Source: an optimization exercise on an open RTL-to-GDS flow (aim: small area). Production flows keep margins and buffers that such runs may drop. At most, simulation tests tie the RTL to the original design; equivalence was not proved. The RTL of run 2 was laid out without a check of its function. Power figures rest on the tool's default switching activity, not on a simulated workload.

===== config.mk =====
export PLATFORM = sky130hd
export DESIGN_NAME = ALU_STAGE
export DESIGN_NICKNAME = ALU_STAGE
export VERILOG_FILES = /design/flow/design.v
export SDC_FILE = /design/flow/constraint.sdc
export NUM_CORES = 4
export LEC_CHECK = 0
export CAP_MARGIN = 20
export CORE_MARGIN = 2
export CORE_UTILIZATION = 40
export SLEW_MARGIN = 20

===== constraint.sdc =====
create_clock -name core_clock -period 4.0 [get_ports {clock_in}]
set_input_delay 0.8000 -clock core_clock [delete_from_list [all_inputs] [get_ports {clock_in}]]
set_output_delay 0.8000 -clock core_clock [all_outputs]
set_load 0.01 [all_outputs]

===== design.v =====
module ALU_STAGE (
  input clock_in,
  input [31:0] a_in,
  input [31:0] b_in,
  input [3:0] uop_in,
  output [31:0] result_out
);
reg [31:0] a_q;
reg [31:0] b_q;
reg [3:0] uop_q;
reg [31:0] result_q;
wire [31:0] alu_result;
ALU #(.DATA_WIDTH(32)) alu0 (
  .a_data_in(a_q),
  .b_data_in(b_q),
  .uop_in(uop_q),
  .result_out(alu_result)
);
always @(posedge clock_in) begin
  a_q <= a_in;
  b_q <= b_in;
  uop_q <= uop_in;
  result_q <= alu_result;
end
assign result_out = result_q;
endmodule

module ALU
  #(parameter DATA_WIDTH = 32)(
    input [DATA_WIDTH-1:0]  a_data_in,  
    input [DATA_WIDTH-1:0]  b_data_in,  
    input [3:0]             uop_in,
    output reg [DATA_WIDTH-1:0] result_out
);
always@(*) begin
  case(uop_in)
    4'b0000: result_out = a_data_in + b_data_in;
    4'b0001: result_out = a_data_in - b_data_in;
    4'b0010: result_out = a_data_in|b_data_in;
    4'b0011: result_out = a_data_in&b_data_in;
    4'b0100: result_out = a_data_in^b_data_in;
    4'b1000: result_out = a_data_in;
    4'b1001: result_out = b_data_in;
    4'b1010: result_out = ($signed(a_data_in)<$signed(b_data_in))?32'd1:32'd0;
    4'b1011: result_out = (a_data_in<b_data_in)?32'd1:32'd0;
    4'b1101: result_out = $signed(a_data_in) >>> b_data_in[4:0];
    4'b1110: result_out = a_data_in >> b_data_in[4:0];
    4'b1111: result_out = a_data_in << b_data_in[4:0];
    default: result_out = 32'h00000000;
  endcase
end
endmodule

===== run.sh =====
#!/bin/bash
# synth_recipe.tcl (not shown) runs the flow's synth.tcl, then flattens the netlist and writes it again
# the make line also repeats each setting of config.mk as NAME=value (left out here)
make -C /OpenROAD-flow-scripts/flow DESIGN_CONFIG=/design/flow/config.mk WORK_HOME=/design/flow/orfs CLKGATE_MAP_FILE= SYNTH_SCRIPT=/design/flow/synth_recipe.tcl finish

==> results of run 1 <==
==> worst max-delay path, delay by kind of cell (launching register included) <==
kind                       cells  cell delay (ns)
adders and majority gates      1             0.43
AOI/OAI and AO/OA              6             1.85
and+or+nand+nor                3             0.53
muxes                          1             0.14
DFF                            1             0.49
buffers and inverters          1             0.08
==> worst max path at each step <==
| stage | to | cells after the start |
|---|---|---|
| floorplan | result_q[26] | 16 |
| global placement | result_q[26] | 12 |
| detailed placement | result_q[26] | 12 |
| CTS | result_q[26] | 12 |
| global route | result_q[28] | 12 |
| finish | result_q[30] | 12 |
==> per-layer routing <==
| metal | global-route usage, % | share of wire (%) |
|---|---|---|
| met3 | 9.90 | 12 |
| met2 | 46.8 | 42 |
| met4 | 11.9 | 3.4 |
| met5 | 0 | 0 |
| met1 | 43.7 | 43 |
==> cell usage in the layout, fill, tap and decap left out, drive strengths merged, types with 11 or more instances in the layout <==
cell type      instances
nand3                 26
nor3                  30
inv                   91
a221oi                27
nand2                119
buf                   62
o21ai                142
nor2b                 13
o22ai                 11
o211ai                15
ha                    99
mux4                  43
a22oi                 31
nor2                 177
mux2                  12
mux2i                 38
a21o                  20
a21oi                112
clkdlybuf4s50        100
a211oi                23
dfxtp                100
nand2b                13
==> area by class of cell <==
cell class | instances | share of cell area, %
repair buffers | 162 | 11.6
clock buffers | 10 | 1.90
diodes | 2 | 0.0397
flip-flops and latches | 100 | 15.9
well taps | 341 | 3.38
clock inverters | 6 | 0.357
multi-input cells | 1132 | 64.1
inverters | 88 | 2.62
==> power by group through the flow <==
| stage | registers (uW) | clock network (uW) | logic (uW) |
|---|---|---|---|
| after floorplan | 1190 | 0 | 850 |
| after global placement | 1180 | 0 | 1420 |
| after detailed placement | 1180 | 0 | 1410 |
| after CTS | 1160 | 914 | 1420 |
| after global routing | 1170 | 950 | 1560 |
| final | 1160 | 899 | 1460 |
==> logic make-up after synthesis <==
logic type               Yosys count  share of synthesized area (%)
multiplexers                      93                           13.7
adder cells (fa/ha/maj)          101                           11.8
buffers and inverters            193                           6.95
flip-flops                       100                           18.5
AND/OR/NAND/NOR                  441                           18.4
XOR/XNOR                           4                          0.324
AO/OA/AOI/OAI                    493                           30.2
==> flip-flops by register name (all words and copies together) (netlist names) <==
register / count
a_q: 32
b_q: 32
uop_q: 4
result_q: 32
==> Yosys cell counts (7+ instances only) <==
cell       count
a211o_1       10
a211oi_1      22
a21o_1        20
a21oi_1      111
a221oi_1      26
a222oi_1       8
a22o_1         7
a22oi_1       31
a31oi_1        8
and2_1         7
and3_1         7
buf_1         13
buf_2         13
clkbuf_1      76
dfxtp_1      100
ha_1          99
inv_1         86
mux2_2         8
mux2i_1       38
mux4_2        43
nand2_1      119
nand2b_1      13
nand3_1       26
nand4_1       10
nor2_1       177
nor2b_1       13
nor3_1        29
nor4_1         8
o2111ai_1      9
o211ai_1      15
o21ai_0      131
o21ai_1       10
o21bai_1       7
o221ai_1       7
o22ai_1       11
o31ai_1        7
or3_1          7
==> through the flow <==
stage	cells	setup slack, ns	total power, uW
after CTS	1839	0.448	3490
after global placement	1823	0.502	2600
final	1841	0.390	3520
after floorplan	1425	0.0717	2040
after global routing	1839	0.143	3690
after detailed placement	1823	0.490	2600
==> run notes, run 1 <==
status=complete, no violations; DIE HEIGHT=168 um; post-cts resize count=0; CP max-delay cell=dfxtp_1; Clock Latency Late Sink=0.38 ns; Syn Area/Cell=7.59 um2; RSZ-0062 raised after global routing=no; R2R setup slack=0.39 ns; # clock sinks=100; Register Area=2010 um2; total grt overflow=0; Post-Route Setup TNS=0 ns; hpwl dp=35.1 mm; CP peak stage delay=0.49 ns; Starting DRT DRC Count=1404; slew margin rel.=40.0%; area grow syn2layout=16.6%; #FFs+latches synth=100; ys flop type=dfxtp_1; share of the synthesized area in the top cell type=18.5%; Req. time, crit path=4.28 ns; H-tree levels=3; combinational power share=41.4%; row cnt=60; leakage=0.00526 uW; sequential share of power=33.0%; Area contributors post-synth=dfxtp_1 19%, ha_1 11%, mux4_2 9.0%, nor2_1 6.1%, o21ai_0 6.1%; cells after synthesis=1425; sw frac=39.2%; Initial Utilization=40.5%; Internal=2140 uW; worst r2r src=a_q[2]; layout cells sized above 1=10.3%; critical-path cell list=inv_1, ha_1, nor2_1, o311ai_1, a31oi_1, a32oi_1, and4_1, nor2_1, a211o_1, o41ai_1, mux2i_1, o21ai_1; Psw=1380 uW; multi-input logic area=8090 um2; Critical Path AT=3.89 ns; synthesized area=10800 um2; Placer Congestion=1.02; Core Region=26700 um2; syn_nets=1595; Hold Violations, Final=0; cts bufs inserted=9; die width=168 um; routed len/inst=24.9 um; Max FO, Critical Path=8; Clock Skews=0.0118 ns; CTS tree=built; post-route design area=12600 um2; fill cell count=2701; Pwr Density=279 nW/um2; final critical-path share of the clock period=90.2%; hold slack=0.578 ns; CP startpoint=a_q[2]; Fmax=277 MHz; Worst Hold Depth=2; vias in the first global route=11100; crit path time final=3.61 ns; endpoint of the worst hold path=result_q[8]; Reg2Reg Depth=12; clk root buf=clkbuf_16; Seq/Total Area, Yosys=18.5%; area leader, netlist=dfxtp_1; GRT Total Usage=31.9%; ANT nets after route=0; postcts setup bufs=0; fin. max-slew vios=0; Post-synth ARST share=0%; Die Area=28400 um2; Synth warnings=2; min-delay src=b_q[8]; Clk network pwr share=25.5%; final core utilization=47.2%; area post-placement=12300 um2; Yosys cell types=89; Clock Path Buffers=2; global-route wire length before repair=68.3 mm; Post-CTS Hold Buffers=0; # Max-Cap Violations=0; DRC=0; clk slew on worst S/H paths=0.08 ns; reg2reg end=result_q[30]; Setup crit end kind=flip-flop; Buffers on Ports=100; TritonRoute pass-1 iters=5; Nets=1663; io pins=101; vias per inst=6.41; EDFF count, synth=0; VDD IR max=0.000169 V; total routed wirelength=45.8 mm; CP most frequent cell=nor2_1; Tightest Hold Check Type=reg2reg; startpoint types=flip-flop; CP Class=reg2reg; measured slew at the worst slew-check pin=0.899 ns; initial antenna violation count=3; number of setup violations in the final report=0; pin count of the biggest net entering global routing=67; routed vias=11800
==> run 2: changes to the inputs <==
==> design.v (replaced) <==
module ALU_STAGE (
  input clock_in,
  input [31:0] a_in,
  input [31:0] b_in,
  input [3:0] uop_in,
  output [31:0] result_out
);
reg [31:0] a_q;
reg [31:0] b_q;
reg [3:0] uop_q;
reg [31:0] result_q;
wire [31:0] alu_result;
ALU #(.DATA_WIDTH(32)) alu0 (
  .a_data_in(a_q),
  .b_data_in(b_q),
  .uop_in(uop_q),
  .result_out(alu_result)
);
always @(posedge clock_in) begin
  a_q <= a_in;
  b_q <= b_in;
  uop_q <= uop_in;
  result_q <= alu_result;
end
assign result_out = result_q;
endmodule

==> flow/run.sh (new file) <==
#!/bin/bash
# Layout flow: the standard ORFS flow (standard.sh: synthesis through final
# layout, unchanged synthesis), with these changes made through ORFS's own
# variables and step hooks:
#  - ports are buffered with sky130_fd_sc_hd__buf_1 (buffer_ports -buffer_cell)
#    instead of the clock-delay buffer buffer_ports picks by itself;
#  - before floorplanning, flow/downsize.tcl removes the buffers synthesis
#    inserted and gives every combinational cell its smallest drive strength,
#    so that timing repair upsizes only where needed (with GPL_TIMING_DRIVEN 0
#    global placement does not remove those buffers itself);
#  - clock tree built without dummy loads, from clkbuf_4 leaves and a clkbuf_8
#    root instead of clkbuf_16 (CTS_ARGS).
# Each step's full log is in orfs/logs/; make's own output is in standard.log.
set -euo pipefail
cd "$(dirname "$0")/.."
WORK=$PWD
export BUFFER_PORTS_ARGS="-buffer_cell sky130_fd_sc_hd__buf_1"
export PRE_FLOORPLAN_TCL="$WORK/flow/downsize.tcl"
export CTS_ARGS="-sink_clustering_enable -repair_clock_nets -dont_use_dummy_load -buf_list {sky130_fd_sc_hd__clkbuf_4 sky130_fd_sc_hd__clkbuf_8} -root_buf sky130_fd_sc_hd__clkbuf_8 -sink_clustering_buffer sky130_fd_sc_hd__clkbuf_4"
bash standard.sh > "$WORK/standard.log" 2>&1
==> flow/downsize.tcl (new file) <==
# Remove the buffers synthesis inserted, then replace every combinational cell by the smallest-area cell of the same family
# (same function and pins, other drive strength), so that timing repair only
# upsizes where it must. Flip-flops keep their cells.
remove_buffers
set block [ord::get_db_block]
set db [ord::get_db]
set masters {}
foreach lib [$db getLibs] {
  foreach m [$lib getMasters] { dict set masters [$m getName] $m }
}
set n 0
foreach inst [$block getInsts] {
  set mname [[$inst getMaster] getName]
  if {![regexp {^(sky130_fd_sc_hd__[a-z0-9]+)_([0-9]+)$} $mname -> base drive]} { continue }
  if {[regexp {df|dl|sdf|edf|tap|fill|decap|conb|clkbuf|clkinv|clkdly|dlygate|dlymetal|buf_|lpflow|probe|diode} $base]} { continue }
  set best $mname
  set best_area [expr {[[$inst getMaster] getWidth] * [[$inst getMaster] getHeight]}]
  foreach d {0 1 2} {
    set cand "${base}_$d"
    if {$cand eq $mname || ![dict exists $masters $cand]} { continue }
    set lc [get_lib_cells -quiet */$cand]
    if {$lc eq ""} { continue }
    if {[get_property $lc dont_use]} { continue }
    set m [dict get $masters $cand]
    set a [expr {[$m getWidth] * [$m getHeight]}]
    if {$a < $best_area} { set best $cand; set best_area $a }
  }
  if {$best ne $mname} {
    replace_cell [get_cells [$inst getName]] [get_lib_cells */$best]
    incr n
  }
}
puts "downsize: replaced $n cells"
==> standard.sh (new file) <==
#!/bin/bash
# synth_recipe.tcl (not shown) runs the flow's synth.tcl, then flattens the netlist and writes it again
# the make line also repeats each setting of config.mk as NAME=value (left out here)
make -C /OpenROAD-flow-scripts/flow DESIGN_CONFIG=/design/flow/config.mk WORK_HOME=/design/flow/orfs CLKGATE_MAP_FILE= SYNTH_SCRIPT=/design/flow/synth_recipe.tcl "${@:-finish}"
--- a/config.mk
+++ b/config.mk
@@ -9,3 +9,7 @@
 export CORE_MARGIN = 2
-export CORE_UTILIZATION = 40
+export CORE_UTILIZATION = 55
+export GPL_TIMING_DRIVEN = 0
+export PLACE_DENSITY = 0.65
 export SLEW_MARGIN = 20
+export SYNTH_HIERARCHICAL = 1
+export SYNTH_MINIMUM_KEEP_SIZE = 0
removed: run.sh
==> run 2 against run 1 <==
The run now fails in Yosys front end (1_1_yosys_canonicalize).
==> run notes, run 2 <==
last stage reached=Yosys front end (1_1_yosys_canonicalize); Synth warnings=0 (was 2); Stop Error=ERROR: Module `\ALU' referenced in module `\ALU_STAGE' in cell `\alu0' is not part of the design.; status=did not finish (was complete, no violations)

-- what the ideal ports hide --
No port has a modelled driver above. Below, the same layout with a new extraction and two added sets of constraints.
Step 1: set_driving_cell puts a clkbuf_16 on clock_in and a buf_2 on each other input, an assumption about the parent block.
Step 2 also shifts input and output timing later by t, the mid clock arrival at the registers, as if the neighbouring blocks saw the same clock.
Slacks: ideal / step 1 / step 2; pairs: ideal / step 1.
run: run 1
shift t [ns]: 0.423
slack for setup (ns): 0.390 / 0.390 / 0.390
worst setup path at the end: register to register
worst register clock-pin slew, ns: 0.08 / 0.08
After both steps setup and hold are still met in run 1. For run 1, drivers alone change the setup slack by 0.000 ns; drivers and shift together by 0.000 ns.
